This is an optimization exercise on Yosys and OpenROAD, whose aim is small area and a short achievable clock period, not a production implementation.
The RTL was checked by simulation tests, not by an equivalence proof against the original design.

[flow/flow/run.sh]
#!/bin/bash
# The standard ORFS layout with two changes:
# * the port buffers are buf_4 cells instead of the delay buffer that
#   buffer_ports picks by default (about half a nanosecond on every input);
# * from clock-tree synthesis on, the standard repair_timing steps aim for
#   7.05 ns of setup slack, resizing and swapping pins only, so that the few
#   paths from the input port get larger gates; the constraints (10 ns clock,
#   2 ns input and output delays) are unchanged.
set -euo pipefail
export BUFFER_PORTS_ARGS="-buffer_cell sky130_fd_sc_hd__buf_4"
bash standard.sh place > standard_place.log 2>&1
export SETUP_SLACK_MARGIN=7.05
export SETUP_MOVE_SEQUENCE=sizeup,swap
bash standard.sh finish > standard_finish.log 2>&1
[flow/standard.sh]
#!/bin/bash
# synth_recipe.tcl (not shown) runs the flow's synth.tcl, then flattens the netlist and writes it again
# the make line also repeats each setting of config.mk as NAME=value (left out here)
make -C /OpenROAD-flow-scripts/flow DESIGN_CONFIG=/design/flow/config.mk WORK_HOME=/design/flow/orfs CLKGATE_MAP_FILE= SYNTH_SCRIPT=/design/flow/synth_recipe.tcl "${@:-finish}"
[flow/config.mk]
export PLATFORM = sky130hd
export DESIGN_NAME = top
export DESIGN_NICKNAME = top
export VERILOG_FILES = /design/flow/design.v
export SDC_FILE = /design/flow/constraint.sdc
export NUM_CORES = 4
export LEC_CHECK = 0
export CAP_MARGIN = 20
export CORE_MARGIN = 2
export CORE_UTILIZATION = 60
export CTS_BUF_LIST = sky130_fd_sc_hd__clkbuf_4
export SLEW_MARGIN = 20
export SYNTH_HIERARCHICAL = 1
[flow/constraint.sdc]
create_clock -name core_clock -period 10.0 [get_ports {clk}]
set_input_delay 2.0000 -clock core_clock [delete_from_list [all_inputs] [get_ports {clk}]]
set_output_delay 2.0000 -clock core_clock [all_outputs]
set_load 0.01 [all_outputs]
[flow/design.v]
module fa (input a, input b, input c, output s, output co);
    assign s = a ^ b ^ c;
    assign co = (a & b) | (c & (a ^ b));
endmodule
module ha (input a, input b, output s, output co);
    assign s = a ^ b;
    assign co = a & b;
endmodule
module g_inv (input a, output y);
    assign y = ~a;
endmodule
module g_nand2 (input a, input b, output y);
    assign y = ~(a & b);
endmodule
module g_nor2 (input a, input b, output y);
    assign y = ~(a | b);
endmodule
module g_or2 (input a, input b, output y);
    assign y = a | b;
endmodule
module g_and2 (input a, input b, output y);
    assign y = a & b;
endmodule
module g_and2b (input an, input b, output y);
    assign y = ~an & b;
endmodule
module g_nand2b (input an, input b, output y);
    assign y = ~(~an & b);
endmodule
module g_nor2b (input a, input bn, output y);
    assign y = ~(a | ~bn);
endmodule
module g_xor2 (input a, input b, output y);
    assign y = a ^ b;
endmodule
module g_xnor2 (input a, input b, output y);
    assign y = ~(a ^ b);
endmodule
module g_a21oi (input a1, input a2, input b1, output y);
    assign y = ~((a1 & a2) | b1);
endmodule
module g_o21ai (input a1, input a2, input b1, output y);
    assign y = ~((a1 | a2) & b1);
endmodule
module early (input [13:0] s, input [11:0] c, output [13:0] pb);
    wire e1s, e1c, e2s, e2c, e3s, e3c, e4s, e4c, e5s, e5c, e6s, e6c;
    wire e7s, e7c, e8s, e8c, e9s, e9c, e10s, e10c, e11s, e11c, e12s, e12c;
    wire e13, e14, e15, e16, e17, e18, e19, e20, e21, e22, e23, e24;
    wire e25, e26, e27, e28, e29, e30, e31, e32, e33, e34, e35, e36;
    wire e37, e38, e39, e40, e41, e42, e43, e44, e45, e46, e47, e48;
    ha i1 (s[0], c[0], e1s, e1c);
    ha i2 (s[1], c[1], e2s, e2c);
    ha i3 (s[2], c[2], e3s, e3c);
    ha i4 (s[4], c[3], e4s, e4c);
    ha i5 (s[5], c[4], e5s, e5c);
    ha i6 (s[6], c[5], e6s, e6c);
    ha i7 (s[7], c[6], e7s, e7c);
    ha i8 (s[8], c[7], e8s, e8c);
    ha i9 (s[9], c[8], e9s, e9c);
    ha i10 (s[10], c[9], e10s, e10c);
    ha i11 (s[11], c[10], e11s, e11c);
    ha i12 (s[12], c[11], e12s, e12c);
    g_a21oi i13 (e2s, e1c, e2c, e13);
    g_nand2 i14 (s[3], e3c, e14);
    g_nand2 i15 (s[3], e3s, e15);
    g_a21oi i16 (e5s, e4c, e5c, e16);
    g_nand2 i17 (e5s, e4s, e17);
    g_a21oi i18 (e7s, e6c, e7c, e18);
    g_nand2 i19 (e7s, e6s, e19);
    g_a21oi i20 (e9s, e8c, e9c, e20);
    g_nand2 i21 (e9s, e8s, e21);
    g_a21oi i22 (e11s, e10c, e11c, e22);
    g_nand2 i23 (e11s, e10s, e23);
    g_o21ai i24 (e15, e13, e14, e24);
    g_o21ai i25 (e19, e16, e18, e25);
    g_nor2 i26 (e19, e17, e26);
    g_o21ai i27 (e23, e20, e22, e27);
    g_nor2 i28 (e23, e21, e28);
    g_a21oi i29 (e26, e24, e25, e29);
    g_inv i30 (e28, e30);
    g_inv i31 (e27, e31);
    g_o21ai i32 (e30, e29, e31, e32);
    g_inv i33 (e17, e33);
    g_inv i34 (e16, e34);
    g_a21oi i35 (e33, e24, e34, e35);
    g_o21ai i36 (e21, e29, e20, e36);
    g_inv i37 (e3s, e37);
    g_inv i38 (e3c, e38);
    g_o21ai i39 (e37, e13, e38, e39);
    g_a21oi i40 (e4s, e24, e4c, e40);
    g_inv i41 (e6s, e41);
    g_inv i42 (e6c, e42);
    g_o21ai i43 (e41, e35, e42, e43);
    g_inv i44 (e8s, e44);
    g_inv i45 (e8c, e45);
    g_o21ai i46 (e44, e29, e45, e46);
    g_a21oi i47 (e10s, e36, e10c, e47);
    g_a21oi i48 (e12s, e32, e12c, e48);
    g_xor2 i49 (e1s, 1'b0, pb[0]);
    g_xor2 i50 (e2s, e1c, pb[1]);
    g_xor2 i51 (e3s, e13, pb[2]);
    g_xnor2 i52 (s[3], e39, pb[3]);
    g_xnor2 i53 (e4s, e24, pb[4]);
    g_xor2 i54 (e5s, e40, pb[5]);
    g_xor2 i55 (e6s, e35, pb[6]);
    g_xor2 i56 (e7s, e43, pb[7]);
    g_xnor2 i57 (e8s, e29, pb[8]);
    g_xor2 i58 (e9s, e46, pb[9]);
    g_xnor2 i59 (e10s, e36, pb[10]);
    g_xor2 i60 (e11s, e47, pb[11]);
    g_xnor2 i61 (e12s, e32, pb[12]);
    g_xor2 i62 (s[13], e48, pb[13]);
endmodule
module late (input [13:0] pb, input [6:0] xr, output [13:0] y);
    wire w1, w2, w3, w4, w5, w6, w7, w8, w9, w10, w11, w12;
    wire w13, w14, w15, w16, w17, w18, w19, w20, w21, w22, w23, w24;
    wire w25, w26, w27, w28, w29, w30, w31, w32, w33, w34, w35, w36;
    wire w37, w38, w39, w40, w41, w42, w43, w44, w45, w46, w47, w48;
    wire w49, w50, w51, w52, w53, w54, w55, w56, w57, w58, w59, w60;
    wire w61, w62, w63, w64, w65, w66, w67, w68, w69, w70, w71, w72;
    wire w73, w74, w75, w76, w77, w78, w79, w80, w81, w82, w83, w84;
    wire w85, w86, w87, w88, w89, w90, w91, w92, w93, w94, w95, w96;
    wire w97, w98, w99, w100, w101, w102, w103, w104, w105, w106, w107, w108;
    wire w109, w110, w111, w112, w113, w114, w115, w116, w117, w118, w119, w120;
    wire w121;
    g_xnor2 i1 (xr[2], xr[0], w1);
    g_xnor2 i2 (pb[2], w1, w2);
    g_nand2 i3 (xr[2], xr[0], w3);
    g_o21ai i4 (pb[2], w1, w3, w4);
    g_xnor2 i5 (xr[3], xr[1], w5);
    g_xor2 i6 (pb[3], w5, w6);
    g_nand2 i7 (xr[3], xr[1], w7);
    g_o21ai i8 (pb[3], w5, w7, w8);
    g_xnor2 i9 (xr[4], xr[2], w9);
    g_xor2 i10 (pb[4], w9, w10);
    g_nand2 i11 (xr[4], xr[2], w11);
    g_o21ai i12 (pb[4], w9, w11, w12);
    g_xnor2 i13 (xr[5], xr[3], w13);
    g_xor2 i14 (pb[5], w13, w14);
    g_nand2 i15 (xr[5], xr[3], w15);
    g_o21ai i16 (pb[5], w13, w15, w16);
    g_xor2 i17 (xr[6], xr[4], w17);
    g_xor2 i18 (pb[6], w17, w18);
    g_nand2b i19 (xr[6], xr[4], w19);
    g_o21ai i20 (pb[6], w17, w19, w20);
    g_xor2 i21 (pb[7], xr[5], w21);
    g_xnor2 i22 (pb[8], xr[6], w22);
    g_and2 i23 (pb[7], xr[5], w23);
    g_and2b i24 (xr[6], pb[8], w24);
    g_nand2 i25 (pb[0], xr[0], w25);
    g_nor2 i26 (pb[0], xr[0], w26);
    g_xor2 i27 (pb[0], xr[0], w27);
    g_nand2 i28 (pb[1], xr[1], w28);
    g_nor2 i29 (pb[1], xr[1], w29);
    g_xor2 i30 (pb[1], xr[1], w30);
    g_nand2 i31 (w6, w4, w31);
    g_nor2 i32 (w6, w4, w32);
    g_xor2 i33 (w6, w4, w33);
    g_nand2 i34 (w10, w8, w34);
    g_nor2 i35 (w10, w8, w35);
    g_xor2 i36 (w10, w8, w36);
    g_nand2 i37 (w14, w12, w37);
    g_nor2 i38 (w14, w12, w38);
    g_xor2 i39 (w14, w12, w39);
    g_nand2 i40 (w18, w16, w40);
    g_nor2 i41 (w18, w16, w41);
    g_xor2 i42 (w18, w16, w42);
    g_nand2 i43 (w21, w20, w43);
    g_nor2 i44 (w21, w20, w44);
    g_xor2 i45 (w21, w20, w45);
    g_nand2 i46 (w22, w23, w46);
    g_nor2 i47 (w22, w23, w47);
    g_xor2 i48 (w22, w23, w48);
    g_nand2 i49 (pb[9], w24, w49);
    g_nor2 i50 (pb[9], w24, w50);
    g_xor2 i51 (pb[9], w24, w51);
    g_o21ai i52 (w29, w25, w28, w52);
    g_nor2 i53 (w2, w28, w53);
    g_nor2 i54 (w2, w29, w54);
    g_nor2 i55 (w32, w2, w55);
    g_o21ai i56 (w35, w31, w34, w56);
    g_nor2 i57 (w35, w32, w57);
    g_o21ai i58 (w38, w34, w37, w58);
    g_nor2 i59 (w38, w35, w59);
    g_o21ai i60 (w41, w37, w40, w60);
    g_nor2 i61 (w41, w38, w61);
    g_o21ai i62 (w44, w40, w43, w62);
    g_nor2 i63 (w44, w41, w63);
    g_o21ai i64 (w47, w43, w46, w64);
    g_nor2 i65 (w47, w44, w65);
    g_o21ai i66 (w50, w46, w49, w66);
    g_nor2 i67 (w50, w47, w67);
    g_nand2 i68 (pb[10], w49, w68);
    g_nand2 i69 (pb[11], pb[10], w69);
    g_nand2 i70 (pb[12], pb[11], w70);
    g_nor2 i71 (pb[13], pb[12], w71);
    g_inv i72 (w25, w72);
    g_a21oi i73 (w54, w72, w53, w73);
    g_inv i74 (w31, w74);
    g_a21oi i75 (w55, w52, w74, w75);
    g_a21oi i76 (w57, w53, w56, w76);
    g_nand2 i77 (w57, w54, w77);
    g_a21oi i78 (w59, w74, w58, w78);
    g_nand2 i79 (w59, w55, w79);
    g_a21oi i80 (w61, w56, w60, w80);
    g_nand2 i81 (w61, w57, w81);
    g_a21oi i82 (w63, w58, w62, w82);
    g_nand2 i83 (w63, w59, w83);
    g_a21oi i84 (w65, w60, w64, w84);
    g_nand2 i85 (w65, w61, w85);
    g_a21oi i86 (w67, w62, w66, w86);
    g_nand2 i87 (w67, w63, w87);
    g_inv i88 (w50, w88);
    g_a21oi i89 (w88, w64, w68, w89);
    g_nand2b i90 (w50, w65, w90);
    g_nor2 i91 (w69, w66, w91);
    g_nor2 i92 (w70, w68, w92);
    g_inv i93 (pb[13], w93);
    g_a21oi i94 (w93, w69, w71, w94);
    g_o21ai i95 (w77, w25, w76, w95);
    g_inv i96 (w52, w96);
    g_o21ai i97 (w79, w96, w78, w97);
    g_o21ai i98 (w81, w73, w80, w98);
    g_o21ai i99 (w83, w75, w82, w99);
    g_o21ai i100 (w85, w76, w84, w100);
    g_nor2 i101 (w85, w77, w101);
    g_o21ai i102 (w87, w78, w86, w102);
    g_nor2 i103 (w87, w79, w103);
    g_o21ai i104 (w90, w80, w89, w104);
    g_nor2 i105 (w90, w81, w105);
    g_inv i106 (w67, w106);
    g_o21ai i107 (w106, w82, w91, w107);
    g_nand2b i108 (w83, w67, w108);
    g_o21ai i109 (w50, w84, w92, w109);
    g_nor2 i110 (w50, w85, w110);
    g_o21ai i111 (pb[13], w86, w94, w111);
    g_nor2 i112 (pb[13], w87, w112);
    g_a21oi i113 (w101, w72, w100, w113);
    g_a21oi i114 (w103, w52, w102, w114);
    g_inv i115 (w73, w115);
    g_a21oi i116 (w105, w115, w104, w116);
    g_inv i117 (w108, w117);
    g_inv i118 (w75, w118);
    g_a21oi i119 (w117, w118, w107, w119);
    g_a21oi i120 (w110, w95, w109, w120);
    g_a21oi i121 (w112, w97, w111, w121);
    g_xor2 i122 (w27, 1'b0, y[0]);
    g_xnor2 i123 (w30, w25, y[1]);
    g_xnor2 i124 (w2, w52, y[2]);
    g_xnor2 i125 (w33, w73, y[3]);
    g_xnor2 i126 (w36, w75, y[4]);
    g_xor2 i127 (w39, w95, y[5]);
    g_xor2 i128 (w42, w97, y[6]);
    g_xor2 i129 (w45, w98, y[7]);
    g_xor2 i130 (w48, w99, y[8]);
    g_xnor2 i131 (w51, w113, y[9]);
    g_xnor2 i132 (pb[10], w114, y[10]);
    g_xnor2 i133 (pb[11], w116, y[11]);
    g_xnor2 i134 (pb[12], w119, y[12]);
    g_xor2 i135 (pb[13], w120, y[13]);
endmodule
module top #(parameter m = 7) (
    input clk,
    input signed [m-1:0] noise_in,
    output reg signed [2*m-1:0] filter_out
);
    reg [6:0] d0, d1, d2, d3, d4, d5, d6, d7;
    reg [21:0] r2;
    reg [13:0] s1;
    reg [11:0] c1;
    wire n1, n2, n3, n4, n5, n6, n7, n8, n9, n10, n11, n12;
    wire n13, n14, n15, n16, n17, n18, n19, n20, n21, n22, n23, n24;
    wire n25, n26, n27, n28, n29, n30, n31, n32, n33, n34, n35, n36;
    wire n37, n38, n39, n40, n41, n42, n43, n44, n45, n46, n47, n48;
    wire n49, n50, n51, n52, n53, n54, n55, n56, n57, n58, n59, n60;
    wire n61, n62, n63, n64, n65, n66, n67, n68, n69, n70, n71, n72;
    wire n73, n74, n75, n76, n77, n78, n79, n80, n81, n82, n83, n84;
    wire n85, n86, n87, n88, n89, n90, n91, n92, n93, n94, n95, n96;
    wire n97, n98, n99, n100, n101, n102, n103, n104, n105, n106, n107, n108;
    wire n109, n110, n111, n112, n113, n114, n115, n116, n117, n118, n119, n120;
    wire n121, n122, n123, n124, n125, n126, n127, n128, n129, n130, n131, n132;
    wire n133, n134, n135, n136, n137, n138, n139, n140, n141, n142, n143, n144;
    wire n145, n146, n147, n148, n149, n150, n151, n152, n153, n154, n155, n156;
    wire n157, n158, n159, n160, n161, n162, n163, n164, n165, n166, n167, n168;
    wire n169, n170, n171, n172, n173, n174, n175, n176, n177, n178, n179, n180;
    wire n181, n182, n183, n184, n185, n186, n187, n188, n189, n190, n191, n192;
    wire n193, n194, n195, n196, n197, n198, n199, n200, n201, n202, n203, n204;
    wire n205, n206, n207, n208, n209, n210, n211, n212, n213, n214, n215, n216;
    wire n217, n218, n219, n220, n221, n222, n223, n224, n225, n226, n227, n228;
    wire n229, n230, n231, n232, n233, n234, n235, n236, n237, n238, n239, n240;
    wire n241, n242, n243, n244, n245, n246, n247, n248, n249, n250, n251, n252;
    wire n253, n254, n255, n256;
    fa u1 (d3[0], ~d4[0], d5[0], n1, n2);
    fa u2 (d2[0], d3[1], ~d4[1], n3, n4);
    fa u3 (d5[0], d5[1], d7[1], n5, n6);
    fa u4 (d2[1], d3[2], ~d4[2], n7, n8);
    fa u5 (d5[1], d5[2], d7[0], n9, n10);
    fa u6 (d2[2], d3[3], ~d4[3], n11, n12);
    fa u7 (d5[0], d5[2], d5[3], n13, n14);
    fa u8 (d6[0], d7[1], d7[3], n15, n16);
    fa u9 (d2[0], d2[3], d3[0], n17, n18);
    fa u10 (d3[4], d4[0], ~d4[4], n19, n20);
    fa u11 (d5[1], d5[3], d5[4], n21, n22);
    fa u12 (d6[1], d7[2], d7[4], n23, n24);
    fa u13 (d2[1], d2[4], d3[1], n25, n26);
    fa u14 (d3[5], d4[1], ~d4[5], n27, n28);
    fa u15 (d5[2], d5[4], d5[5], n29, n30);
    fa u16 (d6[2], d7[3], d7[5], n31, n32);
    fa u17 (d2[2], d2[5], d3[2], n33, n34);
    fa u18 (d3[6], d4[2], ~d4[6], n35, n36);
    fa u19 (d5[3], d5[5], d5[6], n37, n38);
    fa u20 (d6[3], d7[4], d7[6], n39, n40);
    fa u21 (d2[3], d2[6], d3[3], n41, n42);
    fa u22 (d4[3], d5[4], d5[6], n43, n44);
    fa u23 (d2[4], d3[4], d4[4], n45, n46);
    fa u24 (d5[5], d6[5], d7[6], n47, n48);
    fa u25 (d2[5], d3[5], d4[5], n49, n50);
    fa u26 (d2[6], d3[6], d4[6], n51, n52);
    fa u27 (d7[2], n4, n6, n53, n54);
    fa u28 (n12, n14, n16, n55, n56);
    fa u29 (n18, n20, n22, n57, n58);
    fa u30 (n26, n28, n30, n59, n60);
    fa u31 (d6[4], d7[5], n34, n61, n62);
    fa u32 (n36, n38, n40, n63, n64);
    fa u33 (d5[6], d6[6], n46, n65, n66);
    fa u34 (n2, n3, n5, n67, n68);
    fa u35 (n8, n10, n11, n69, n70);
    fa u36 (n17, n19, n21, n71, n72);
    fa u37 (n24, n25, n27, n73, n74);
    fa u38 (n32, n33, n35, n75, n76);
    fa u39 (n42, n44, n45, n77, n78);
    fa u40 (n13, n15, n54, n79, n80);
    fa u41 (n29, n31, n56, n81, n82);
    fa u42 (n37, n39, n58, n83, n84);
    fa u43 (n41, n43, n60, n85, n86);
    fa u44 (n47, n62, n64, n87, n88);
    fa u45 (n50, n51, n66, n89, n90);
    fa u46 (n7, n9, n53, n91, n92);
    fa u47 (n23, n55, n70, n93, n94);
    fa u48 (n61, n63, n76, n95, n96);
    fa u49 (n48, n49, n65, n97, n98);
    fa u50 (n57, n72, n73, n99, n100);
    fa u51 (n59, n74, n75, n101, n102);
    fa u52 (n69, n79, n92, n103, n104);
    fa u53 (n77, n86, n87, n105, n106);
    fa u54 (n82, n83, n100, n107, n108);
    fa u55 (n84, n85, n102, n109, n110);
    fa u56 (n71, n80, n93, n111, n112);
    fa u57 (n78, n88, n97, n113, n114);
    fa u58 (n81, n94, n99, n115, n116);
    fa u59 (n96, n105, n110, n117, n118);
    fa u60 (n89, n98, n114, n119, n120);
    fa u61 (n101, n107, n116, n121, n122);
    fa u62 (n95, n108, n109, n123, n124);
    fa u63 (r2[6], r2[7], d0[1], n125, n126);
    ha u64 (d0[3], d0[4], n127, n128);
    fa u65 (r2[8], r2[9], d0[2], n129, n130);
    fa u66 (d0[4], d0[5], d1[1], n131, n132);
    ha u67 (~d1[5], d2[1], n133, n134);
    fa u68 (r2[10], d0[3], d0[5], n135, n136);
    fa u69 (d0[6], d1[2], ~d1[6], n137, n138);
    ha u70 (d2[2], d2[6], n139, n140);
    fa u71 (r2[11], r2[12], d0[4], n141, n142);
    fa u72 (d0[6], d1[3], d2[3], n143, n144);
    ha u73 (r2[13], r2[14], n145, n146);
    fa u74 (r2[15], r2[16], r2[17], n147, n148);
    ha u75 (r2[0], r2[1], n149, n150);
    fa u76 (r2[2], d0[0], d0[1], n151, n152);
    ha u77 (~d1[1], d2[1], n153, n154);
    fa u78 (r2[3], r2[4], d0[1], n155, n156);
    fa u79 (d0[2], ~d1[2], d2[2], n157, n158);
    fa u80 (r2[5], d0[0], d0[2], n159, n160);
    fa u81 (d0[3], ~d1[3], d2[3], n161, n162);
    fa u82 (d1[0], ~d1[4], d2[0], n163, n164);
    fa u83 (d2[4], n127, n125, n165, n166);
    fa u84 (d2[5], n128, n133, n167, n168);
    fa u85 (n126, n129, n131, n169, n170);
    fa u86 (n134, n139, n130, n171, n172);
    fa u87 (n132, n135, n137, n173, n174);
    fa u88 (n140, n136, n138, n175, n176);
    g_xnor2 u89s (n141, n143, n177);
    g_or2 u89c (n141, n143, n178);
    fa u90 (d0[5], d1[4], d2[4], n179, n180);
    fa u91 (n145, n142, n144, n181, n182);
    fa u92 (d0[6], d1[5], d2[5], n183, n184);
    g_xnor2 u93s (n146, n147, n185);
    g_or2 u93c (n146, n147, n186);
    fa u94 (r2[18], d1[6], d2[6], n187, n188);
    ha u95 (d0[0], ~d1[0], n189, n190);
    fa u96 (n150, n153, n151, n191, n192);
    fa u97 (n154, n152, n155, n193, n194);
    fa u98 (n156, n158, n159, n195, n196);
    fa u99 (n160, n162, n163, n197, n198);
    fa u100 (n164, n167, n166, n199, n200);
    fa u101 (n168, n170, n171, n201, n202);
    fa u102 (n172, n174, n175, n203, n204);
    fa u103 (n179, n176, n178, n205, n206);
    fa u104 (n180, n183, n182, n207, n208);
    fa u105 (n184, n148, n187, n209, n210);
    fa u106 (r2[19], r2[20], r2[21], n211, n212);
    ha u107 (d2[0], n149, n213, n214);
    g_xnor2 u108s (n190, n191, n215);
    g_or2 u108c (n190, n191, n216);
    fa u109 (n157, n192, n193, n217, n218);
    fa u110 (n161, n194, n195, n219, n220);
    fa u111 (n196, n165, n197, n221, n222);
    fa u112 (n198, n169, n199, n223, n224);
    fa u113 (n173, n200, n201, n225, n226);
    fa u114 (n177, n202, n203, n227, n228);
    fa u115 (n181, n204, n205, n229, n230);
    fa u116 (n185, n206, n207, n231, n232);
    fa u117 (n186, n209, n208, n233, n234);
    fa u118 (n188, n211, n210, n235, n236);
    fa u119 (n218, n219, noise_in[0], n237, n238);
    fa u120 (n220, n221, noise_in[1], n239, n240);
    fa u121 (n222, noise_in[2], n223, n241, n242);
    fa u122 (n224, noise_in[3], n225, n243, n244);
    fa u123 (n226, noise_in[4], n227, n245, n246);
    fa u124 (n228, noise_in[5], n229, n247, n248);
    fa u125 (n231, n230, ~noise_in[6], n249, n250);
    ha u126 (n232, n233, n251, n252);
    ha u127 (n235, n234, n253, n254);
    ha u128 (n212, n236, n255, n256);
    wire [13:0] pb, y;
    early u_early (s1, c1, pb);
    late u_late (pb, noise_in, y);
    always @(posedge clk) begin
        d0 <= {~noise_in[6], noise_in[5:0]};
        d1 <= d0;
        d2 <= d1;
        d3 <= d2;
        d4 <= d3;
        d5 <= d4;
        d6 <= d5;
        d7 <= d6;
        r2 <= {n120, n90, n52, n119, n118, n113, n106, n124, n117, n123, n122, n121, n115, n112, n111, n104, n103, n91, n68, n67, n1, d7[0]};
        s1 <= {n256, n254, n252, n250, n248, n246, n244, n242, n240, n238, n237, n216, n214, n189};
        c1 <= {n255, n253, n251, n249, n247, n245, n243, n241, n239, n217, n215, n213};
        filter_out <= y;
    end
endmodule
==> results of run 1 <==
## layout make-up
type | instances | area [um^2] | area share [%]
clock inverters | 15 | 203 | 2.85
inverters | 33 | 124 | 1.74
flip-flops and latches | 118 | 2420 | 34.0
multi-input cells | 305 | 3870 | 54.4
clock buffers | 17 | 128 | 1.79
repair buffers | 21 | 210 | 2.95
well taps | 133 | 166 | 2.34
## synth_stat cells
master	number
nand2b_1	3
ha_1	23
or2_1	3
o21ai_1	29
xnor2_1	22
nand2_1	28
dfxtp_1	118
conb_1	2
nor2_1	25
fa_1	114
a21oi_2	24
nor2b_4	1
and2_1	1
xor2_1	30
inv_1	33
## worst max-delay path by stage
stage / start / end / cells after the start
6_report: noise_in[3] / filter_out[13]$_DFF_P_ / 9
3_5_place_dp: noise_in[1] / filter_out[13]$_DFF_P_ / 9
4_1_cts: filter_out[13]$_DFF_P_ / filter_out[13] / 1
2_1_floorplan: noise_in[2] / filter_out[13]$_DFF_P_ / 8
3_3_place_gp: noise_in[1] / filter_out[13]$_DFF_P_ / 9
5_1_grt: noise_in[3] / filter_out[13]$_DFF_P_ / 9
## per-layer routing
layer	vias up	share of wire [%]	GRT usage, %	wire (um)
met4	0	3.0	10.1	329
met2	65	53	39.3	5770
met5	-	0	0	0
li1	1516	-	-	-
met1	1670	41	25.9	4430
met3	28	3.2	6.05	353
## per-stage QoR
stage          cells  cell area, um^2
6_report         642             7120
5_1_grt          642             7120
4_1_cts          642             6940
3_5_place_dp     610             6450
3_3_place_gp     610             6450
2_1_floorplan    456             6130
## cell families after synthesis
kind of cell               count (synthesis)  synth area share, %
adders and majority gates                137                 41.9
DFF                                      118                 38.5
and+or+nand+nor                           61                 4.18
AOI/OAI and AO/OA                         53                 5.80
xor gates and xnor gates                  52                 7.43
buffers and inverters                     33                 2.02
other                                      2                0.122
## per-module statistics from Yosys (local to each module, per instance), excerpt
| module | times used | flip-flops and latches | cells inside |
|---|---|---|---|
| g_and2 | 1 | 0 | 1 |
| early | 1 | 0 | 1 |
| g_nor2 | 25 | 0 | 1 |
| g_or2 | 3 | 0 | 1 |
| top | 1 | 118 | 133 |
| g_xnor2 | 22 | 0 | 1 |
| g_nand2 | 28 | 0 | 1 |
## timing repair
action / in CTS / in global routing
gates resized for setup: 43 / 51
pin swaps: 2 / 8
gates cloned: 0 / 0
hold buffers: 0 / 0
setup endpoints to repair: 25 / 30
## state kept, by name, summed over array words and instances, names as in the netlist, 12 cells and up
signal	cells
r2	22
filter_out	14
s1	14
c1	12
## cell usage in the layout, fill, tap and decap left out
| cell | synthesis | layout |
|---|---|---|
| a21oi_2 | 24 | 23 |
| dfxtp_4 | 0 | 5 |
| o21ai_2 | 0 | 9 |
| buf_6 | 0 | 14 |
| bufinv_16 | 0 | 4 |
| or2_1 | 3 | 3 |
| nand2_1 | 28 | 27 |
| nor2_4 | 0 | 2 |
| nor2b_4 | 1 | 1 |
| inv_1 | 33 | 33 |
| xor2_1 | 30 | 25 |
| buf_4 | 0 | 7 |
| o21ai_1 | 29 | 18 |
| nor2_1 | 25 | 14 |
| clkinv_4 | 0 | 1 |
| dfxtp_1 | 118 | 85 |
| xor2_2 | 0 | 4 |
| o21ai_4 | 0 | 2 |
| a21oi_4 | 0 | 1 |
| fa_1 | 114 | 114 |
| nand2b_1 | 3 | 3 |
| and2_1 | 1 | 1 |
| inv_6 | 0 | 2 |
| clkbuf_4 | 0 | 17 |
| xnor2_1 | 22 | 17 |
| xnor2_2 | 0 | 2 |
| dfxtp_2 | 0 | 28 |
| clkinv_1 | 0 | 1 |
| clkinvlp_4 | 0 | 7 |
| xor2_4 | 0 | 1 |
| ha_1 | 23 | 23 |
| xnor2_4 | 0 | 3 |
| conb_1 | 2 | 2 |
| nor2_2 | 0 | 9 |
| nand2_2 | 0 | 1 |
## worst reg2reg max path, stage by stage (launching register included)
cell and delay [ns]:
dfxtp_1 0.49, fa_1 0.48, fa_1 0.41, fa_1 0.46, fa_1 0.52, fa_1 0.40
==> run_results.csv, run 1 <==
group,metric,value,unit
drt,first_iter_violations,104,
cells_and_area,post-route-util,72.1,%
critical_path,reg2reg_from,"d0[1]$_DFF_P_",
drt,totalWireLength,10900,um
global_route,grt_usage,22.5,%
run_status,status,"timing/DRC/antenna clean",
logic_synthesis,ys_top_cells_by_area,"dfxtp_1, fa_1, ha_1, xor2_1, a21oi_2",
logic_synthesis,yosysSeqAreaShare,38.5,%
critical_path,cp_top_family,"XOR/XNOR gates",
logic_synthesis,yosysTopAreaCell,"dfxtp_1",
floorplanning,ios,22,
logic_synthesis,avgSynthCellArea,13.4,um^2
place,dp_slack,6.32,ns
floorplanning,fp-row-count,36,
drt,first_pass_iters,4,
critical_path,path_buf_inv,1,
sta,period_share,30.3,%
place,io_buffers,21,
clocking,numCtsBuffers,17,
place,dpl.hpwl,8640,um
sta,tightestPinTransition,0.532,ns
critical_path,crit_fanout,6,
clocking,cts.sinks,118,
logic_synthesis,ys_warn_count,7,
critical_path,ff2ff_setup_slack,7.12,ns
hold_path,worstHoldStart,"d4[4]$_DFF_P_",
cells_and_area,finalNetCount,641,
critical_path,cpPeakStageDelay,0.24,ns
critical_path,r2r_end,"c1[4]$_DFF_P_",
global_route,grt_pass1_vias,3749,
logic_synthesis,synthesis.nets,601,
logic_synthesis,syn-cell-area,6130,um^2
clocking,clk_path_buf_depth,2,
hold_path,hold_path.class,"flip-flop to flip-flop",
drt,wire_per_inst,17.0,um
critical_path,worstPathRequired,10.41,ns
critical_path,critPathCaptureType,"flip-flop",
cells_and_area,drive_gt1_share,28.1,%
sta,hold_viol,0,
sta,fmax,0.330,GHz
critical_path,cp-start-kind,"input pin",
global_route,overflow,0,
hold_path,min_to,"d5[4]$_DFF_P_",
cells_and_area,syn_to_final_growth,16.1,%
floorplanning,core_area,9860,um^2
drt,drc,0,
clocking,post-cts-setup-buffer-count,0,
logic_synthesis,synth_cell_type_count,15,
place,gp_congestion,0.865,
sta,fin_ws,6.97,ns
floorplanning,die-area,11000,um^2
sta,fin_worst_skew,0.0182,ns
sta,period_needed,3.03,ns
global_route,antenna_found_initial,0,
sta,slew_headroom,64.3,%
logic_synthesis,synth_top_cell_area_share,38.5,%
sta,rsz0062_at_grt,"true",
floorplanning,start_util,62.2,%
sta,holdWs,0.381,ns
clocking,cts_tree,"done",
drt,viasPerCell,5.11,
drt,vias,3279,
clocking,clock_latency,0.53,ns
floorplanning,die_x,105,um
critical_path,crit_path_frequent_cell,"a21oi_2",
critical_path,slowest_stage,"xor2_2",
critical_path,crit_chain,"buf_4 > xnor2_4 > xor2_2 > nand2_1 > o21ai_2 > a21oi_2 > o21ai_1 > a21oi_2 > xor2_1",
sta,finalSetupTns,0,ns
critical_path,cp.arrival,3.44,ns
run,cap_viol_max_count,0,
cells_and_area,fill_cells,694,
clocking,clockRootBuffer,"clkbuf_4",
clocking,ctsHtreeMaxLevel,4,
critical_path,r2r_cells,5,
global_route,grt_max_degree,17,
global_route,grt_pass1_wl,18100,um
hold_path,min_path_cells,0,
clocking,clk_pin_slew,0.11,ns
logic_synthesis,synthCells,456,
cells_and_area,antennaDiodeCount,0,
sta,drv_slew,0,
floorplanning,dieHeight,105,um
logic_synthesis,yosys_register_bits,118,
critical_path,worstSetupPathType,"input pin to flip-flop",
sta,setup_violations,0,
drt,antenna_left,0,
==> inputs of run 2 (changes only) <==
--- a/flow/flow/run.sh
+++ b/flow/flow/run.sh
@@ -5,3 +5,3 @@
 # * from clock-tree synthesis on, the standard repair_timing steps aim for
-#   7.05 ns of setup slack, resizing and swapping pins only, so that the few
+#   6.95 ns of setup slack, resizing and swapping pins only, so that the few
 #   paths from the input port get larger gates; the constraints (10 ns clock,
@@ -11,3 +11,3 @@
 bash standard.sh place > standard_place.log 2>&1
-export SETUP_SLACK_MARGIN=7.05
+export SETUP_SLACK_MARGIN=6.95
 export SETUP_MOVE_SEQUENCE=sizeup,swap
==> run_results.csv, run 2 <==
group,metric,value,unit
run_status,status,"timing/DRC/antenna clean",
sta,drv_slew,0,
logic_synthesis,synth-edff-count,0,
critical_path,critPathCaptureType,"flip-flop",
cells_and_area,drive_gt1_share,22.0,%
global_route,grt_max_degree,17,
logic_synthesis,synth_top_cell_area_share,38.5,%
floorplanning,fp-row-count,36,
global_route,grt_usage,21.9,%
logic_synthesis,yosysSeqAreaShare,38.5,%
hold_path,hold_path.class,"flip-flop to flip-flop",
floorplanning,die-area,11000,um^2
critical_path,cpPeakStageDelay,0.25,ns
drt,drc,0,
cells_and_area,post-route-util,70.5,%
floorplanning,ios,22,
sta,finalSetupTns,0,ns
cells_and_area,syn_to_final_growth,13.4,%
drt,antenna_left,0,
logic_synthesis,synth_ff_type,"dfxtp_1",
global_route,grt_pass1_vias,3666,
cells_and_area,largest_register_ffs,22,
logic_synthesis,synth_cell_type_count,15,
clocking,post-cts-setup-buffer-count,0,
clocking,clk_path_buf_depth,2,
critical_path,worstSetupPathType,"input pin to flip-flop",
cells_and_area,finalNetCount,641,
critical_path,slowest_stage,"xnor2_2",
cells_and_area,layout_common_cells,"fa_1, dfxtp_1, inv_1, nand2_1, xor2_1",
drt,totalWireLength,10700,um
logic_synthesis,avgSynthCellArea,13.4,um^2
sta,holdWs,0.380,ns
floorplanning,die_x,105,um
logic_synthesis,syn-cell-area,6130,um^2
logic_synthesis,synth.most_common_cell,"dfxtp_1",
place,io_buffers,21,
logic_synthesis,ys_async_sr_fraction,0,%
drt,first_pass_iters,4,
global_route,overflow,0,
drt,first_iter_violations,87,
clocking,cts_tree,"done",
floorplanning,core_area,9860,um^2
cells_and_area,stdcell_count,642,
logic_synthesis,ys_top_cells_by_count,"dfxtp_1, fa_1, inv_1",
place,dpl.hpwl,8640,um
sta,hold_viol,0,
critical_path,crit_chain,"buf_4 > xnor2_2 > xor2_2 > nand2_1 > o21ai_2 > a21oi_2 > o21ai_1 > a21oi_2 > xnor2_1",
logic_synthesis,synthesis.nets,601,
logic_synthesis,ys_warn_count,7,
cells_and_area,final_common_cell,"fa_1",
sta,rsz0062_at_grt,"true",
critical_path,crit_fanout,6,
drt,wire_per_inst,16.7,um
run,cap_viol_max_count,0,
global_route,grt_pass1_wl,17600,um
sta,setup_violations,0,
floorplanning,start_util,62.2,%
critical_path,worstPathRequired,10.45,ns
sta,fin_worst_skew,0.0182,ns
critical_path,cp.arrival,3.52,ns
logic_synthesis,yosysTopAreaCell,"dfxtp_1",
cells_and_area,largest-register,"r2",
place,dp.cells,610,
cells_and_area,antennaDiodeCount,0,
clocking,numCtsBuffers,17,
critical_path,cp-start-kind,"input pin",
logic_synthesis,synthCells,456,
sta,period_needed,3.07,ns
cells_and_area,largest_registers,"r2 x22, filter_out x14, s1 x14",
clocking,clockRootBuffer,"clkbuf_4",
drt,vias,3273,
sta,fmax,0.326,GHz
global_route,antenna_found_initial,0,
floorplanning,dieHeight,105,um
place,gp_congestion,0.865,
clocking,ctsHtreeMaxLevel,4,
critical_path,crit_path_frequent_cell,"a21oi_2",
logic_synthesis,yosys_register_bits,118,
sta,period_share,30.7,%
drt,viasPerCell,5.10,
clocking,clock_latency,0.53,ns
logic_synthesis,ys_top_cells_by_area,"dfxtp_1, fa_1, ha_1, xor2_1, a21oi_2",
clocking,cts.sinks,118,
clocking,clk_pin_slew,0.11,ns
run 2: cell counts after synthesis:
Identical to the previous run, type by type.
run 2: kinds of logic after synthesis:
kind of cell / synth area share (%)
adder cells (fa/ha/maj): 41.9
flip-flops: 38.5
AND/OR/NAND/NOR: 4.18
AO/OA/AOI/OAI: 5.80
XOR/XNOR: 7.43
buffers and inverters: 2.02
other: 0.122
run 2: critical path, delay by kind of cell:
| kind | cells | cell delay (ns) |
|---|---|---|
| xor gates and xnor gates | 3 | 0.66 |
| buffers and inverters | 1 | 0.15 |
| and+or+nand+nor | 1 | 0.14 |
| AOI/OAI and AO/OA | 4 | 0.56 |
run 2: path summary, 6_finish.rpt:
check	from	to	slack [ns]	depth (start not counted)
worst min register to register	d6[5]$_DFF_P_	d7[5]$_DFF_P_	0.38	0
worst max register to register	d0[2]$_DFF_P_	c1[5]$_DFF_P_	7.08	5
worst max-delay path	noise_in[2]	filter_out[12]$_DFF_P_	6.93	9
worst min-delay path	d6[5]$_DFF_P_	d7[5]$_DFF_P_	0.38	0
run 2: through the flow:
step / worst slack, ns / area [um^2]
5_1_grt: 6.85 / 6960
3_5_place_dp: 6.32 / 6450
4_1_cts: 6.92 / 6800
3_3_place_gp: 6.37 / 6450
6_report: 6.93 / 6960
2_1_floorplan: 6.63 / 6130
run 2: final cells by class:
class | instances | area [um^2]
clock buffers | 17 | 128
clock inverters | 15 | 203
repair buffers | 21 | 169
well taps | 133 | 166
multi-input cells | 305 | 3790
fillers | 728 | 2910
inverters | 33 | 124
flip-flops and latches | 118 | 2370
run 2: repair_timing:
item                       4_1_cts  5_1_grt
hold buffers                     0        0
pin swaps                        0        8
resized for setup                5       37
setup endpoints to repair        4       15
run 2: modules after synthesis (local to each module, per instance), excerpt:
module | copies in the design | flip-flops and latches
g_or2 | 3 | 0
g_xnor2 | 22 | 0
g_and2b | 1 | 0
top | 1 | 118
g_nand2 | 28 | 0
fa | 114 | 0
g_xor2 | 30 | 0
g_and2 | 1 | 0
g_inv | 18 | 0
run 2: layer usage:
metal  part of all wire (%)  global-route usage, %  wire length (um)  vias to the layer above
met5                      0                      0                 0                        -
met4                    2.9                   10.1               314                        0
met3                    2.9                   6.05               314                       27
met2                     53                   38.0              5650                       58
met1                     41                   25.3              4420                     1673
li1                       -                      -                 -                     1515
==> inputs of run 3 (changes only) <==
--- a/flow/flow/run.sh
+++ b/flow/flow/run.sh
@@ -7,5 +7,8 @@
 #   paths from the input port get larger gates; the constraints (10 ns clock,
-#   2 ns input and output delays) are unchanged.
+#   2 ns input and output delays) are unchanged;
+# * clock-tree synthesis inserts no dummy loads (cells that only add load to
+#   balance the tree: about 200 um2 of this small design's area).
 set -euo pipefail
 export BUFFER_PORTS_ARGS="-buffer_cell sky130_fd_sc_hd__buf_4"
+export CTS_ARGS="-sink_clustering_enable -repair_clock_nets -buf_list sky130_fd_sc_hd__clkbuf_4 -dont_use_dummy_load"
 bash standard.sh place > standard_place.log 2>&1
==> run_results.csv, run 3 <==
group,metric,value,unit
clocking,post-cts-setup-buffer-count,0,
global_route,antenna_found_initial,0,
floorplanning,start_util,62.2,%
clocking,clk_pin_slew,0.11,ns
drt,wire_per_inst,16.6,um
critical_path,worstSetupPathType,"input pin to flip-flop",
cells_and_area,multi_input_area,3840,um^2
clocking,ctsHtreeMaxLevel,4,
global_route,grt_usage,21.7,%
cells_and_area,drive_gt1_share,20.2,%
critical_path,crit_fanout,6,
critical_path,cp-start-kind,"input pin",
drt,totalWireLength,10400,um
cells_and_area,post-route-util,68.8,%
floorplanning,die-area,11000,um^2
logic_synthesis,yosys_register_bits,118,
cells_and_area,largest_register_ffs,22,
drt,vias,3202,
critical_path,worstPathRequired,10.37,ns
sta,fmax,0.331,GHz
floorplanning,ios,22,
critical_path,r2r_cells,5,
critical_path,r2r_end,"r2[10]$_DFF_P_",
clocking,numCtsBuffers,17,
cells_and_area,antennaDiodeCount,0,
logic_synthesis,syn-cell-area,6130,um^2
hold_path,min_path_cells,0,
sta,fin_worst_skew,0.0354,ns
floorplanning,core_area,9860,um^2
drt,drc,0,
clocking,cts_tree,"done",
logic_synthesis,ys_top_cells_by_count,"dfxtp_1, fa_1, inv_1",
cells_and_area,largest_registers,"r2 x22, filter_out x14, s1 x14",
hold_path,hold_path.class,"flip-flop to flip-flop",
sta,setup_violations,0,
place,io_buffers,21,
sta,period_needed,3.02,ns
sta,finalSetupTns,0,ns
cells_and_area,syn_to_final_growth,10.7,%
hold_path,worstHoldStart,"d6[5]$_DFF_P_",
floorplanning,die_x,105,um
critical_path,reg2reg_from,"d2[1]$_DFF_P_",
place,dpl.hpwl,8640,um
global_route,grt_pass1_vias,3661,
global_route,grt_pass1_wl,17500,um
cells_and_area,largest-register,"r2",
global_route,overflow,0,
run,cap_viol_max_count,0,
logic_synthesis,synth_top_cell_area_share,38.5,%
logic_synthesis,yosysTopAreaCell,"dfxtp_1",
clocking,clk_path_buf_depth,2,
sta,hold_viol,0,
hold_path,min_to,"d7[5]$_DFF_P_",
cells_and_area,final_common_cell,"fa_1",
clocking,cts.sinks,118,
sta,fin_ws,6.98,ns
logic_synthesis,ys_warn_count,7,
logic_synthesis,synth.most_common_cell,"dfxtp_1",
critical_path,critPathCaptureType,"flip-flop",
logic_synthesis,ys_async_sr_fraction,0,%
logic_synthesis,ys_top_cells_by_area,"dfxtp_1, fa_1, ha_1, xor2_1, a21oi_2",
logic_synthesis,avgSynthCellArea,13.4,um^2
sta,rsz0062_at_grt,"true",
sta,period_share,30.2,%
sta,drv_slew,0,
drt,antenna_left,0,
clocking,clock_latency,0.52,ns
logic_synthesis,synthCells,456,
logic_synthesis,synth_ff_type,"dfxtp_1",
run_status,status,"timing/DRC/antenna clean",
logic_synthesis,synthesis.nets,601,
cells_and_area,layout_common_cells,"fa_1, dfxtp_1, inv_1, nand2_1",
logic_synthesis,synth_cell_type_count,15,
logic_synthesis,synth-edff-count,0,
drt,first_pass_iters,4,
drt,first_iter_violations,80,
critical_path,ff2ff_setup_slack,7.07,ns
floorplanning,fp-row-count,36,
place,gp_congestion,0.865,
cells_and_area,fill_cells,747,
cells_and_area,regArea,2370,um^2
floorplanning,dieHeight,105,um
global_route,grt_max_degree,17,
cells_and_area,finalNetCount,641,
place,dp_slack,6.32,ns
critical_path,cp.arrival,3.39,ns
drt,viasPerCell,5.11,
clocking,clockRootBuffer,"clkbuf_4",
logic_synthesis,yosysSeqAreaShare,38.5,%
==> run 3: modules after synthesis, one instance, submodules excluded, excerpt <==
module / copies in the design / flip-flops and latches
early: 1 / 0
fa: 114 / 0
g_a21oi: 24 / 0
g_and2b: 1 / 0
g_inv: 18 / 0
g_nand2: 28 / 0
g_nor2: 25 / 0
g_o21ai: 29 / 0
g_or2: 3 / 0
g_xnor2: 22 / 0
g_xor2: 30 / 0
ha: 23 / 0
top: 1 / 118
==> run 3: what timing repair did <==
item	in CTS	in global routing
setup endpoints to repair	6	12
gates resized for setup	8	34
hold buffers	0	0
pin swaps	0	7
==> run 3: cell type report <==
type	count	share of cell area [%]
well taps	133	2.45
flip-flops and latches	118	34.9
repair buffers	21	2.38
inverters	33	1.83
multi-input cells	305	56.6
clock buffers	17	1.88
==> run 3: cells by family (layout without fill, tap and decap cells) <==
kind of cell / Yosys count / after routing / share of synthesized area (%)
adders and majority gates: 137 / 137 / 41.9
DFF: 118 / 118 / 38.5
and+or+nand+nor: 61 / 61 / 4.18
AOI/OAI and AO/OA: 53 / 53 / 5.80
xor gates and xnor gates: 52 / 52 / 7.43
buffers and inverters: 33 / 71 / 2.02
other: 2 / 2 / 0.122
==> run 3: routing by layer <==
layer / vias to the layer above / wire (um) / GRT usage [%]
met1: 1628 / 4260 / 25.1
met4: 0 / 254 / 8.95
met5: - / 0 / 0
li1: 1503 / - / -
met3: 22 / 313 / 5.80
met2: 49 / 5570 / 38.2
==> run 3: through the flow <==
step	std cells	cell area, um^2	hold slack [ns]
after global routing	627	6790	0.382
after CTS	627	6600	0.383
after detailed placement	610	6450	0.367
after global placement	610	6450	0.362
final	627	6790	0.379
after floorplan	456	6130	0.349
==> run 3: how the worst max path moves through the flow <==
stage                     slack, ns        start                      to  cells after the start
after global placement         6.37  noise_in[1]  filter_out[13]$_DFF_P_                      9
after CTS                      6.93  noise_in[1]  filter_out[13]$_DFF_P_                      9
after global routing           6.92  noise_in[4]   filter_out[9]$_DFF_P_                      9
final                          6.98  noise_in[2]  filter_out[11]$_DFF_P_                      9
after detailed placement       6.32  noise_in[1]  filter_out[13]$_DFF_P_                      9
after floorplan                6.63  noise_in[2]  filter_out[13]$_DFF_P_                      8
==> run 3: worst max-delay path, cell delays in order <==
cell     delay [ns]
buf_4          0.16
xnor2_2        0.16
o21ai_1        0.28
nand2_1        0.14
o21ai_2        0.22
a21oi_2        0.09
o21ai_1        0.16
a21oi_2        0.06
xnor2_1        0.12
==> inputs of run 4 (changes only) <==
--- a/flow/flow/run.sh
+++ b/flow/flow/run.sh
@@ -5,3 +5,3 @@
 # * from clock-tree synthesis on, the standard repair_timing steps aim for
-#   6.95 ns of setup slack, resizing and swapping pins only, so that the few
+#   6.9 ns of setup slack, resizing and swapping pins only, so that the few
 #   paths from the input port get larger gates; the constraints (10 ns clock,
@@ -14,3 +14,3 @@
 bash standard.sh place > standard_place.log 2>&1
-export SETUP_SLACK_MARGIN=6.95
+export SETUP_SLACK_MARGIN=6.9
 export SETUP_MOVE_SEQUENCE=sizeup,swap
==> run_results.csv, run 4 <==
group,metric,value,unit
sta,rsz0062_at_grt,"true",
clocking,clock_latency,0.52,ns
hold_path,hold_path.class,"flip-flop to flip-flop",
global_route,grt_max_degree,17,
clocking,cts_tree,"done",
logic_synthesis,synth.most_common_cell,"dfxtp_1",
sta,setup_violations,0,
floorplanning,ios,22,
clocking,cts.sinks,118,
clocking,clk_pin_slew,0.11,ns
drt,first_pass_iters,4,
logic_synthesis,avgSynthCellArea,13.4,um^2
logic_synthesis,ys_warn_count,7,
floorplanning,die-area,11000,um^2
clocking,clockRootBuffer,"clkbuf_4",
global_route,antenna_found_initial,0,
clocking,clk_path_buf_depth,2,
floorplanning,fp-row-count,36,
drt,antenna_left,0,
logic_synthesis,syn-cell-area,6130,um^2
cells_and_area,fill_cells,759,
floorplanning,start_util,62.2,%
global_route,overflow,0,
logic_synthesis,yosysSeqAreaShare,38.5,%
cells_and_area,drive_gt1_share,17.8,%
logic_synthesis,synthesis.nets,601,
critical_path,worstSetupPathType,"input pin to flip-flop",
logic_synthesis,synth-edff-count,0,
place,place_area,6450,um^2
critical_path,crit_chain,"buf_4 > xnor2_2 > xor2_2 > nand2_1 > o21ai_2 > a21oi_2 > o21ai_1 > a21oi_2 > xnor2_1",
floorplanning,dieHeight,105,um
global_route,grt_usage,21.7,%
drt,viasPerCell,5.09,
drt,wire_per_inst,16.5,um
critical_path,cpPeakStageDelay,0.26,ns
critical_path,cp_top_family,"XOR/XNOR gates",
logic_synthesis,yosys_register_bits,118,
critical_path,cp.arrival,3.46,ns
run_status,status,"timing/DRC/antenna clean",
drt,first_iter_violations,56,
sta,drv_slew,0,
cells_and_area,fin_area,6700,um^2
critical_path,slowest_stage,"o21ai_2",
cells_and_area,layout_common_cells,"fa_1, dfxtp_1, inv_1, nand2_1, xor2_1",
cells_and_area,largest_registers,"r2 x22, filter_out x14, s1 x14",
critical_path,ff2ff_setup_slack,7.03,ns
global_route,grt_pass1_wl,17500,um
sta,period_share,30.7,%
critical_path,path_buf_inv,1,
clocking,ctsHtreeMaxLevel,4,
sta,hold_viol,0,
logic_synthesis,synthCells,456,
floorplanning,die_x,105,um
critical_path,critPathCaptureType,"flip-flop",
cells_and_area,largest_register_ffs,22,
logic_synthesis,ys_top_cells_by_count,"dfxtp_1, fa_1, inv_1",
logic_synthesis,synth_top_cell_area_share,38.5,%
clocking,numCtsBuffers,17,
critical_path,worstPathRequired,10.39,ns
place,gp_congestion,0.865,
cells_and_area,antennaDiodeCount,0,
global_route,grt_pass1_vias,3633,
place,io_buffers,21,
logic_synthesis,synth_cell_type_count,15,
cells_and_area,finalNetCount,641,
floorplanning,core_area,9860,um^2
place,dpl.hpwl,8640,um
critical_path,cp-start-kind,"input pin",
sta,fmax,0.326,GHz
sta,period_needed,3.07,ns
critical_path,crit_fanout,6,
logic_synthesis,ys_top_cells_by_area,"dfxtp_1, fa_1, ha_1, xor2_1, a21oi_2",
drt,drc,0,
drt,vias,3193,
logic_synthesis,synth_ff_type,"dfxtp_1",
drt,totalWireLength,10400,um
logic_synthesis,yosysTopAreaCell,"dfxtp_1",
clocking,cts_hold_buf,0,
cells_and_area,syn_to_final_growth,9.20,%
sta,finalSetupTns,0,ns
sta,fin_worst_skew,0.0357,ns
cells_and_area,largest-register,"r2",
logic_synthesis,ys_async_sr_fraction,0,%
critical_path,crit_path_frequent_cell,"a21oi_2",
run,cap_viol_max_count,0,
==> run 4: stage by stage <==
step	utilization, %	hold slack, ns	worst slack (ns)	std cells
floorplan	-	0.349	6.63	456
global placement	65.4	0.362	6.37	610
detailed placement	65.4	0.367	6.32	610
CTS	66.8	0.383	6.91	627
global route	67.9	0.382	6.87	627
finish	67.9	0.380	6.93	627
==> run 4: layout make-up <==
type                            instances  area (um^2)  share of cell area, %
Multi-Input combinational cell        305         3750                   56.0
Sequential cell                       118         2370                   35.4
Tap cell                              133          166                   2.49
Timing Repair Buffer                   21          158                   2.35
Clock buffer                           17          128                   1.91
Inverter                               33          124                   1.85
==> run 4: path summary, 6_finish.rpt <==
check / startpoint / endpoint / cells past startpoint
min reg2reg: d6[5]$_DFF_P_ / d7[5]$_DFF_P_ / 0
min: d6[5]$_DFF_P_ / d7[5]$_DFF_P_ / 0
max reg2reg: d2[5]$_DFF_P_ / r2[12]$_DFF_P_ / 5
max: noise_in[2] / filter_out[12]$_DFF_P_ / 9
==> run 4: logic make-up (layout without fill, tap and decap cells) <==
| kind of cell | count (synthesis) | count (layout) | synth area share (%) |
|---|---|---|---|
| fa+ha+maj | 137 | 137 | 41.9 |
| other cells | 2 | 2 | 0.122 |
| compound gates | 53 | 53 | 5.80 |
| xor+xnor | 52 | 52 | 7.43 |
| flops | 118 | 118 | 38.5 |
| simple gates | 61 | 61 | 4.18 |
| buf+inv | 33 | 71 | 2.02 |
==> run 4: what timing repair did <==
| item | in CTS | in global routing |
|---|---|---|
| gates resized for setup | 1 | 26 |
| pin swaps | 0 | 4 |
| buffers inserted | 0 | 0 |
| setup endpoints to repair | 1 | 11 |
==> run 4: metal layers <==
metal / routed length [um] / global-route usage, %
met5: 0 / 0
met4: 270 / 8.19
met1: 4280 / 25.1
met3: 305 / 6.18
met2: 5510 / 38.3
==> run 4: worst reg2reg max path: cells and delay by family (launching register included) <==
kind                       cells  cell delay (ns)
adders and majority gates      5             2.32
DFF                            1             0.55
==> run 4: per-module statistics from Yosys, one instance, submodules excluded, a selection <==
module / area (um^2) / cells inside
g_and2b: 13.8 / 1
ha: 12.5 / 1
g_and2: 6.26 / 1
g_inv: 3.75 / 1
early: 3.75 / 1
g_xor2: 8.76 / 1
top: 2420 / 133
g_o21ai: 5.00 / 1
g_nand2: 3.75 / 1
late: 3.75 / 1
g_xnor2: 8.76 / 1
g_nand2b: 6.26 / 1
g_nor2: 3.75 / 1
g_or2: 6.26 / 1
==> inputs of run 5 (changes only) <==
==> flow/flow/run.sh (replaced) <==
#!/bin/bash
# The standard ORFS layout with these changes:
# * the port buffers are buf_4 cells instead of the delay buffer that
#   buffer_ports picks by default (about half a nanosecond on every input);
# * from clock-tree synthesis on, the standard repair_timing steps aim for
#   6.95 ns of setup slack, resizing and swapping pins only, so that the few
#   paths from the input port get larger gates; the constraints (10 ns clock,
#   2 ns input and output delays) are unchanged;
# * clock-tree synthesis inserts no dummy loads (cells that only add load to
#   balance the tree: about 200 um2 of this small design's area);
# * after floorplanning, logic cells that synthesis gave a drive strength
#   above 1 are set back to drive 1 (flow/downsize.tcl); repair upsizes them
#   again where needed.
set -euo pipefail
export BUFFER_PORTS_ARGS="-buffer_cell sky130_fd_sc_hd__buf_4"
export CTS_ARGS="-sink_clustering_enable -repair_clock_nets -buf_list sky130_fd_sc_hd__clkbuf_4 -dont_use_dummy_load"
bash standard.sh floorplan > standard_floorplan.log 2>&1
ODB=orfs/results/sky130hd/top/base/2_floorplan.odb openroad -no_init -exit flow/downsize.tcl > downsize.log 2>&1
bash standard.sh place > standard_place.log 2>&1
export SETUP_SLACK_MARGIN=6.95
export SETUP_MOVE_SEQUENCE=sizeup,swap
bash standard.sh finish > standard_finish.log 2>&1
==> flow/flow/downsize.tcl (new file) <==
# After floorplanning: every logic cell that synthesis mapped to a drive
# strength above 1 becomes the drive-1 cell of the same function; the later
# repair steps upsize again wherever slew, load or timing call for it.
set odb $::env(ODB)
read_db $odb
set db [ord::get_db]
set n 0
foreach inst [[ord::get_db_block] getInsts] {
  set m [[$inst getMaster] getName]
  if {[regexp {^(sky130_fd_sc_hd__(a21oi|o21ai|nor2b|nand2b|nor2|nand2|xor2|xnor2|inv|a21o|o21a|and2|or2|and2b))_([2-9]|1[0-9])$} $m -> base]} {
    set small [$db findMaster ${base}_1]
    if {$small ne "NULL" && $small ne ""} {
      if {[$inst swapMaster $small]} { incr n }
    }
  }
}
puts "downsized $n cells"
write_db $odb
==> run_results.csv, run 5 <==
group,metric,value,unit
floorplanning,die-area,11000,um^2
place,place_area,6360,um^2
clocking,numCtsBuffers,17,
hold_path,min_path_cells,0,
sta,setup_violations,0,
floorplanning,fp-row-count,36,
hold_path,worstHoldStart,"d7[0]$_DFF_P_",
logic_synthesis,ys_top_cells_by_count,"dfxtp_1, fa_1, inv_1",
logic_synthesis,synth_cell_type_count,15,
logic_synthesis,synth_top_cell_area_share,38.5,%
logic_synthesis,synth.most_common_cell,"dfxtp_1",
logic_synthesis,yosysSeqAreaShare,38.5,%
clocking,cts_hold_buf,0,
run_status,status,"timing/DRC/antenna clean",
logic_synthesis,synth_ff_type,"dfxtp_1",
global_route,grt_usage,21.3,%
clocking,cts_tree,"done",
drt,first_pass_iters,4,
cells_and_area,syn_to_final_growth,9.35,%
sta,period_needed,3.09,ns
critical_path,crit_fanout,6,
run,cap_viol_max_count,0,
logic_synthesis,synthCells,456,
place,dpl.hpwl,8300,um
hold_path,hold_path.class,"flip-flop to flip-flop",
logic_synthesis,avgSynthCellArea,13.4,um^2
critical_path,cp-start-kind,"input pin",
clocking,clk_path_buf_depth,2,
global_route,grt_pass1_wl,17200,um
floorplanning,start_util,62.2,%
floorplanning,dieHeight,105,um
cells_and_area,finalNetCount,641,
floorplanning,core_area,9860,um^2
clocking,ctsHtreeMaxLevel,4,
clocking,clk_pin_slew,0.08,ns
floorplanning,ios,22,
logic_synthesis,yosysTopAreaCell,"dfxtp_1",
sta,hold_viol,0,
cells_and_area,fin_area,6700,um^2
cells_and_area,largest_register_ffs,22,
global_route,grt_max_degree,17,
cells_and_area,final_common_cell,"fa_1",
logic_synthesis,yosys_register_bits,118,
cells_and_area,largest-register,"r2",
logic_synthesis,syn-cell-area,6130,um^2
global_route,grt_pass1_vias,3556,
clocking,clockRootBuffer,"clkbuf_4",
critical_path,ff2ff_setup_slack,7.08,ns
drt,drc,0,
critical_path,reg2reg_from,"d2[2]$_DFF_P_",
sta,period_share,30.9,%
logic_synthesis,ys_async_sr_fraction,0,%
sta,drv_slew,0,
critical_path,worstSetupPathType,"input pin to flip-flop",
drt,totalWireLength,10300,um
cells_and_area,post-route-util,68.0,%
sta,fmax,0.323,GHz
critical_path,cp.arrival,3.46,ns
drt,antenna_left,0,
logic_synthesis,synthesis.nets,601,
critical_path,critPathCaptureType,"flip-flop",
place,gp_congestion,0.877,
logic_synthesis,synth-edff-count,0,
cells_and_area,drive_gt1_share,17.0,%
cells_and_area,layout_common_cells,"fa_1, dfxtp_1, inv_1, nand2_1, xor2_1",
cells_and_area,antennaDiodeCount,0,
drt,first_iter_violations,59,
drt,wire_per_inst,16.4,um
critical_path,r2r_cells,5,
place,io_buffers,21,
sta,finalSetupTns,0,ns
drt,viasPerCell,5.01,
cells_and_area,largest_registers,"r2 x22, filter_out x14, s1 x14",
floorplanning,die_x,105,um
global_route,antenna_found_initial,0,
logic_synthesis,ys_warn_count,7,
drt,vias,3141,
clocking,cts.sinks,118,
critical_path,r2r_end,"r2[12]$_DFF_P_",
global_route,overflow,0,
logic_synthesis,ys_top_cells_by_area,"dfxtp_1, fa_1, ha_1, xor2_1, a21oi_2",
critical_path,worstPathRequired,10.37,ns
sta,fin_worst_skew,0.0277,ns
hold_path,min_to,"r2[0]$_DFF_P_",
clocking,clock_latency,0.52,ns
sta,rsz0062_at_grt,"true",
run 5: how the worst max path moves through the flow:
stage                      from                      to  slack [ns]  depth (start not counted)
floorplan           noise_in[2]  filter_out[13]$_DFF_P_        6.63                          8
global placement    noise_in[1]  filter_out[13]$_DFF_P_        6.42                          9
detailed placement  noise_in[2]  filter_out[13]$_DFF_P_        6.38                          9
CTS                 noise_in[1]  filter_out[13]$_DFF_P_        6.95                          9
global route        noise_in[3]  filter_out[11]$_DFF_P_        6.81                          9
finish              noise_in[3]  filter_out[13]$_DFF_P_        6.91                          9
run 5: timing repair:
item | 4_1_cts | 5_1_grt
pin swaps | 0 | 6
setup buffers | 0 | 0
resized for setup | 3 | 47
setup endpoints to repair | 3 | 10
run 5: per-layer routing:
| layer | global-route usage [%] | vias up | routed length [um] |
|---|---|---|---|
| li1 | - | 1506 | - |
| met1 | 25.4 | 1580 | 4360 |
| met2 | 37.0 | 39 | 5420 |
| met3 | 6.30 | 16 | 311 |
| met4 | 7.43 | 0 | 191 |
| met5 | 0 | - | 0 |
run 5: cell type report:
class,instances,area [um^2]
Fill cell,723,3160
Inverter,33,124
Sequential cell,118,2370
Clock buffer,17,128
Tap cell,133,166
Timing Repair Buffer,21,158
Multi-Input combinational cell,305,3760
run 5: cell families (layout without fill, tap and decap cells):
logic type	count (synthesis)	after routing	synth area share, %
AO/OA/AOI/OAI	53	53	5.80
AND/OR/NAND/NOR	61	61	4.18
flip-flops	118	118	38.5
adder cells (fa/ha/maj)	137	137	41.9
XOR/XNOR	52	52	7.43
other	2	2	0.122
buffers and inverters	33	71	2.02
run 5: critical path, cell delays in order:
cell and delay (ns):
buf_4 0.16, xnor2_2 0.27, xor2_2 0.24, nand2_1 0.14, o21ai_2 0.19, a21oi_2 0.09
o21ai_1 0.14, a21oi_1 0.07, xor2_1 0.16
run 5: metrics by stage:
stage,hold WS (ns),cells,setup slack [ns]
finish,0.372,627,6.91
global route,0.393,627,6.81
CTS,0.375,627,6.95
detailed placement,0.363,610,6.38
global placement,0.364,610,6.42
floorplan,0.349,456,6.63
run 5: Yosys stat by module (local to each module, per instance), a selection:
| module | copies in the design | flip-flops and latches | cells inside |
|---|---|---|---|
| g_nor2 | 25 | 0 | 1 |
| g_xnor2 | 22 | 0 | 1 |
| g_xor2 | 30 | 0 | 1 |
| g_and2b | 1 | 0 | 1 |
| g_nand2 | 28 | 0 | 1 |
| g_and2 | 1 | 0 | 1 |
| g_inv | 18 | 0 | 1 |
| late | 1 | 0 | 1 |
| top | 1 | 118 | 133 |
| g_o21ai | 29 | 0 | 1 |
| early | 1 | 0 | 1 |

[what the ideal ports hide]
How much do the figures lean on ideal ports? The routed layouts below were timed once more, with nothing changed but the port constraints.
Step 1: set_driving_cell puts a clkbuf_16 on clk and a buf_2 on each other input, an assumption about the parent block.
Step 2 moves the port delays by t, midway between the first and last clock arrival at a register: inputs arrive t later, outputs are due t later. That takes back most of the time a late clock gives input paths.
Three values: no drivers, after step 1, after step 2; two values: the first two.
run | t (ns) | slack for setup (ns) | pins driven straight from the clock port
run 1 | 0.553 | 6.970 / 6.949 / 6.426 | 1
run 2 | 0.548 | 6.932 / 6.939 / 6.391 | 1
run 3 | 0.532 | 6.982 / 6.984 / 6.457 | 1
run 4 | 0.536 | 6.934 / 6.941 / 6.405 | 1
run 5 | 0.532 | 6.905 / 6.911 / 6.379 | 1
After both steps every run listed still meets setup and hold. For run 1, which loses most, drivers alone change the setup slack by -0.021 ns; drivers and shift together by -0.544 ns.
